Background: an optimization exercise with open tools, aiming at small area, a short achievable clock period and few clock cycles per item. Do not read the settings as production practice.
No activity file was given, so power comes from the tool's default toggle rates.

==> flow/design.v <==
module SHA(
	input logic PCLK_IN,
	input logic [4:0] PADDR_IN,
	input logic PRESETn_IN,
	input logic PSEL_IN,
	input logic PENABLE_IN,
	input logic PWRITE_IN,
	input logic [31:0] PWDATA_IN,
	output logic PREADY_OUT,
	output logic [31:0] PRDATA_OUT);
	localparam logic [31:0] K0 = 32'h5a827999, K1 = 32'h6ed9eba1,
	                        K2 = 32'h8f1bbcdc, K3 = 32'hca62c1d6;
	logic [31:0] M [16];    
	logic [15:0] zf;        
	logic wv;               
	logic [3:0] wa;
	logic [31:0] wd;
	logic [31:0] S [16];    
	logic [31:0] H [5];     
	logic [31:0] a, b, c, d, eKW;
	logic [6:0] p;          
	logic sch;              
	logic [3:0] tgt;        
	logic [1:0] kn;         
	logic [31:0] F1, F0;    
	logic xrot;             
	logic yen;              
	logic ysel;             
	logic ok;               
	logic busy;             
	wire rdy = !busy;
	wire rst = !PRESETn_IN;
	wire we = PSEL_IN & !PENABLE_IN & PWRITE_IN & rdy;
	wire [3:0] k = PADDR_IN[4] ? 4'd15 : PADDR_IN[3:0];
	logic [15:0] wk;        
	always_comb for (int j = 0; j < 16; j++) wk[j] = wv && wa == j;
	wire ld = rdy & (!ok | p[4]);     
	wire hazard = we & (ld ? (k == 4'd0) : (sch | (k < tgt)));
	wire last = !rdy & (p == 7'd80);
	logic [31:0] f;
	always_comb for (int i = 0; i < 32; i++) f[i] = b[i] ? F1[i] : F0[i];
	wire [31:0] a5 = {a[26:0], a[31:27]};
	wire [31:0] T = a5 + f + eKW;
	wire [31:0] cn = {b[1:0], b[31:2]};
	wire [31:0] cxd = cn ^ c;
	wire [31:0] F1n = (kn == 2'd0) ? cn : (kn == 2'd2) ? (cn | c) : ~cxd;
	wire [31:0] F0n = (kn == 2'd0) ? c : (kn == 2'd2) ? (cn & c) : cxd;
	wire [31:0] kv = (kn == 2'd0) ? K0 : (kn == 2'd1) ? K1 : (kn == 2'd2) ? K2 : K3;
	wire [31:0] eKWn = d + kv + S[15];
	wire [3:0] tw = ld ? 4'd1 : tgt;   
	wire tv = ld | !sch;
	logic [31:0] msel;
	always_comb begin
		msel = 32'd0;
		for (int j = 0; j < 16; j++)
			if (tv && tw == j && !zf[j]) msel = msel | M[j];
	end
	wire wsel = we & tv & (k == tw);   
	wire [31:0] wrec = S[13] ^ S[8] ^ S[2] ^ S[0];
	wire [31:0] mseln = (wv && tv && wa == tw) ? wd : msel;
	wire [31:0] wn = wsel ? PWDATA_IN : (sch & !ld) ? {wrec[30:0], wrec[31]} : mseln;
	wire [31:0] m0 = wk[0] ? wd : zf[0] ? 32'd0 : M[0];
	wire [31:0] X = rdy ? K0 : xrot ? {a[1:0], a[31:2]} : a;
	wire [31:0] Y = ysel ? wd : yen ? M[0] : 32'd0;
	wire [31:0] hsum = H[4] + X + Y;
	wire ring = !rdy & (p >= 7'd76);
	always_ff @(posedge PCLK_IN) begin
		for (int j = 0; j < 16; j++)
			if (wk[j]) M[j] <= wd;
		wv <= we & !rst;
		wa <= k;
		wd <= PWDATA_IN;
		if (rst) zf <= 16'hffff;
		else zf <= zf & ~wk;
		for (int j = 0; j < 14; j++) S[j] <= S[j+1];
		S[14] <= ld ? m0 : S[15];
		S[15] <= wn;
		if (ld) begin
			a <= H[0]; b <= H[1]; c <= H[2]; d <= H[3]; eKW <= hsum;
			F1 <= H[2]; F0 <= H[3];
		end else begin
			a <= T; b <= a; c <= cn; d <= c; eKW <= eKWn;
			F1 <= F1n; F0 <= F0n;
		end
		if (rst || ld || last) begin
			p <= 7'd0;
			tgt <= 4'd2;
			sch <= 1'b0;
			kn <= 2'd0;
		end else begin
			p <= p + 7'd1;
			tgt <= tgt + 4'd1;
			sch <= sch | (tgt == 4'd15);
			if (p == 7'd18) kn <= 2'd1;
			if (p == 7'd38) kn <= 2'd2;
			if (p == 7'd58) kn <= 2'd3;
		end
		xrot <= (p <= 7'd77);
		yen <= rdy_n & !zf_n0;
		ysel <= rdy_n & we & !rst & (k == 4'd0);
		if (rst) begin
			PREADY_OUT <= 1'b1;
			busy <= 1'b0;
			ok <= 1'b0;
		end else begin
			if (last || hazard) ok <= 1'b0;
			else if (ld) ok <= 1'b1;
			PREADY_OUT <= rdy_n;
			busy <= !rdy_n;
		end
		if (rst) begin
			H[0] <= 32'h67452301;
			H[1] <= 32'hefcdab89;
			H[2] <= 32'h98badcfe;
			H[3] <= 32'h10325476;
			H[4] <= 32'hc3d2e1f0;
		end else if (ring) begin
			H[0] <= hsum; H[1] <= H[0]; H[2] <= H[1]; H[3] <= H[2]; H[4] <= H[3];
		end
		case (PADDR_IN)
			5'd16: PRDATA_OUT <= H[0];
			5'd17: PRDATA_OUT <= H[1];
			5'd18: PRDATA_OUT <= H[2];
			5'd19: PRDATA_OUT <= H[3];
			5'd20: PRDATA_OUT <= H[4];
			default: PRDATA_OUT <= 32'd0;
		endcase
	end
	wire rdy_n = rst | (rdy ? !(PSEL_IN & PENABLE_IN) : last);
	wire zf_n0 = rst | (zf[0] & !wk[0]);
endmodule
clock: 11.0 ns
lec_check: 0
cap_margin: 20
core_margin: 2
core_utilization: 50
gpl_timing_driven: 1
place_density: 0.6
slew_margin: 20
tns_end_percent: 5
standard.sh (not shown) runs the stock make flow with config.mk's settings and CLKGATE_MAP_FILE= SYNTH_SCRIPT=/design/flow/synth_recipe.tcl, a recipe that flattens the netlist after the stock synthesis.
==> flow/flow/run.sh <==
#!/bin/bash
# The standard layout with: the standard synthesis script, its logic mapped
# by a delay-oriented ABC script; repair_timing aiming for a larger setup slack;
# a clock tree of larger sink clusters without dummy loads; buf_2 port buffers.
set -euo pipefail
here=$PWD
{ head -1 synth_recipe.tcl; sed "s|@ABC_SCRIPT@|$here/flow/delay.abc|" flow/abc_override.tcl; tail -n +2 synth_recipe.tcl; } > my_synth.tcl
bash standard.sh SYNTH_SCRIPT=$here/my_synth.tcl SETUP_SLACK_MARGIN=7.8 \
  "CTS_ARGS=-sink_clustering_enable -repair_clock_nets -dont_use_dummy_load -sink_clustering_size 24 -sink_clustering_max_diameter 100" \
  "BUFFER_PORTS_ARGS=-buffer_cell sky130_fd_sc_hd__buf_2" \
  finish > standard.log 2>&1
==> flow/flow/abc_override.tcl <==
# Map the logic with a delay-oriented ABC script (structural hashing, then a
# choice computation and a delay-driven cut mapping), instead of
# ORFS's abc_speed.script. Only the combinational mapping changes.
proc abc {args} {
  set i [lsearch -exact $args -script]
  if {$i >= 0} { set args [lreplace $args $i [expr {$i + 1}] -script @ABC_SCRIPT@] }
  yosys abc {*}$args
}
==> flow/flow/delay.abc <==
strash; dch; map -D 1500; topo; buffer -c; upsize -c; dnsize -c
The starting point passed the timing, design-rule and antenna checks.
Then changed:
==> flow/design.v (replaced) <==
module SHA(
	input logic PCLK_IN,
	input logic [4:0] PADDR_IN,
	input logic PRESETn_IN,
	input logic PSEL_IN,
	input logic PENABLE_IN,
	input logic PWRITE_IN,
	input logic [31:0] PWDATA_IN,
	output logic PREADY_OUT,
	output logic [31:0] PRDATA_OUT);
	localparam logic [31:0] K0 = 32'h5a827999, K1 = 32'h6ed9eba1,
	                        K2 = 32'h8f1bbcdc, K3 = 32'hca62c1d6;
	logic [31:0] M [16];    
	logic [15:0] zf;        
	logic [31:0] S [16];    
	logic [31:0] H [5];     
	logic [31:0] a, b, c, d, eKW;
	logic [6:0] p;          
	logic sch;              
	logic [3:0] tgt;        
	logic [1:0] kn;         
	logic [31:0] kv;        
	logic [31:0] F1, F0;    
	logic xrot;             
	logic ok;               
	logic ld2;              
	logic busy;             
	wire rdy = !busy;
	wire rst = !PRESETn_IN;
	wire we = PSEL_IN & !PENABLE_IN & PWRITE_IN & rdy;
	wire [3:0] k = PADDR_IN[4] ? 4'd15 : PADDR_IN[3:0];
	logic [15:0] wk;        
	always_comb for (int j = 0; j < 16; j++) wk[j] = we && k == j;
	wire ld1 = rdy & !ld2 & (!ok | p[4]);
	wire hazard = we & (ld1 ? 1'b0 : ld2 ? (k == 4'd0) : (sch | (k < tgt)));
	wire last = !rdy & (p == 7'd80);
	logic [31:0] f;
	always_comb for (int i = 0; i < 32; i++) f[i] = b[i] ? F1[i] : F0[i];
	wire [31:0] a5 = {a[26:0], a[31:27]};
	wire [31:0] T = a5 + f + eKW;
	wire [31:0] cn = {b[1:0], b[31:2]};
	wire [31:0] cxd = cn ^ c;
	wire [31:0] F1n = (kn == 2'd0) ? cn : (kn == 2'd2) ? (cn | c) : ~cxd;
	wire [31:0] F0n = (kn == 2'd0) ? c : (kn == 2'd2) ? (cn & c) : cxd;
	wire [31:0] eKW_n = d + kv + S[15];
	wire [3:0] tw = ld1 ? 4'd0 : ld2 ? 4'd1 : tgt;
	wire tv = ld1 | ld2 | !sch;
	logic [31:0] msel;
	always_comb begin
		msel = 32'd0;
		for (int j = 0; j < 16; j++)
			if (tv && tw == j && !zf[j]) msel = msel | M[j];
	end
	wire wsel = we & tv & (k == tw);   
	wire [31:0] wrec = S[13] ^ S[8] ^ S[2] ^ S[0];
	wire [31:0] wn = wsel ? PWDATA_IN : tv ? msel : {wrec[30:0], wrec[31]};
	wire [31:0] X = xrot ? {a[1:0], a[31:2]} : a;
	wire [31:0] hsum = H[4] + X;
	wire ring = !rdy & (p >= 7'd76);
	always_ff @(posedge PCLK_IN) begin
		for (int j = 0; j < 16; j++)
			if (wk[j]) M[j] <= PWDATA_IN;
		if (rst) zf <= 16'hffff;
		else zf <= zf & ~wk;
		for (int j = 0; j < 15; j++) S[j] <= S[j+1];
		S[15] <= wn;
		eKW <= eKW_n;
		if (ld2) begin
			a <= H[0]; b <= H[1]; c <= H[2]; d <= H[3];
			F1 <= H[2]; F0 <= H[3];
		end else begin
			a <= T; b <= a; c <= cn; d <= ld1 ? H[4] : c;
			F1 <= F1n; F0 <= F0n;
		end
		if (rst || ld1 || ld2 || last) begin
			p <= 7'd0;
			tgt <= 4'd2;
			sch <= 1'b0;
			kn <= 2'd0;
			kv <= K0;
		end else begin
			p <= p + 7'd1;
			tgt <= tgt + 4'd1;
			sch <= sch | (tgt == 4'd15);
			if (p == 7'd18) begin kn <= 2'd1; kv <= K1; end
			if (p == 7'd38) begin kn <= 2'd2; kv <= K2; end
			if (p == 7'd58) begin kn <= 2'd3; kv <= K3; end
		end
		xrot <= (p <= 7'd77);
		if (rst) begin
			PREADY_OUT <= 1'b1;
			busy <= 1'b0;
			ok <= 1'b0;
			ld2 <= 1'b0;
		end else begin
			if (last || hazard) ok <= 1'b0;
			else if (ld2) ok <= 1'b1;
			ld2 <= ld1;
			PREADY_OUT <= rdy_n;
			busy <= !rdy_n;
		end
		if (rst) begin
			H[0] <= 32'h67452301;
			H[1] <= 32'hefcdab89;
			H[2] <= 32'h98badcfe;
			H[3] <= 32'h10325476;
			H[4] <= 32'hc3d2e1f0;
		end else if (ring) begin
			H[0] <= hsum; H[1] <= H[0]; H[2] <= H[1]; H[3] <= H[2]; H[4] <= H[3];
		end
		case (PADDR_IN)
			5'd16: PRDATA_OUT <= H[0];
			5'd17: PRDATA_OUT <= H[1];
			5'd18: PRDATA_OUT <= H[2];
			5'd19: PRDATA_OUT <= H[3];
			5'd20: PRDATA_OUT <= H[4];
			default: PRDATA_OUT <= 32'd0;
		endcase
	end
	wire rdy_n = rst | (rdy ? !(PSEL_IN & PENABLE_IN) : last);
endmodule
Result: The changed run ran to the end with no violations; total power goes up by about 17%; final cell count goes down by 8.2%; non-clock buffer count does not change; combinational power goes up by about 70%; flip-flop and latch count goes down by 26.
No run of this note included a check of the RTL's function; only the layout flow was run.

[re-timing with driven ports]
The results above use ideal ports. As a check the final layouts listed here were re-extracted and re-timed, cells and wires unchanged. Step 1, drivers: a clkbuf_16 drives PCLK_IN and a buf_2 each remaining input, both assumed. Step 2, shift: input delay + t, output delay - t, t = (earliest + latest rising clock arrival at the registers) / 2. This alone moves slack from input paths to output paths. Slacks: ideal / step 1 / step 2; pairs: ideal / step 1.
| run | t (ns) | setup slack, ns | worst setup path at the end | latest minus earliest clock arrival (ns) |
|---|---|---|---|---|
| the first run | 0.746 | 7.200 / 7.200 / 6.948 | input to register | 0.079 / 0.079 |
| the second run | 0.705 | 7.530 / 7.527 / 6.823 | input to register | 0.075 / 0.075 |
After both steps setup and hold are still met in every run listed. For the second run, which loses most, drivers alone change the setup slack by -0.003 ns; drivers and shift together by -0.707 ns.
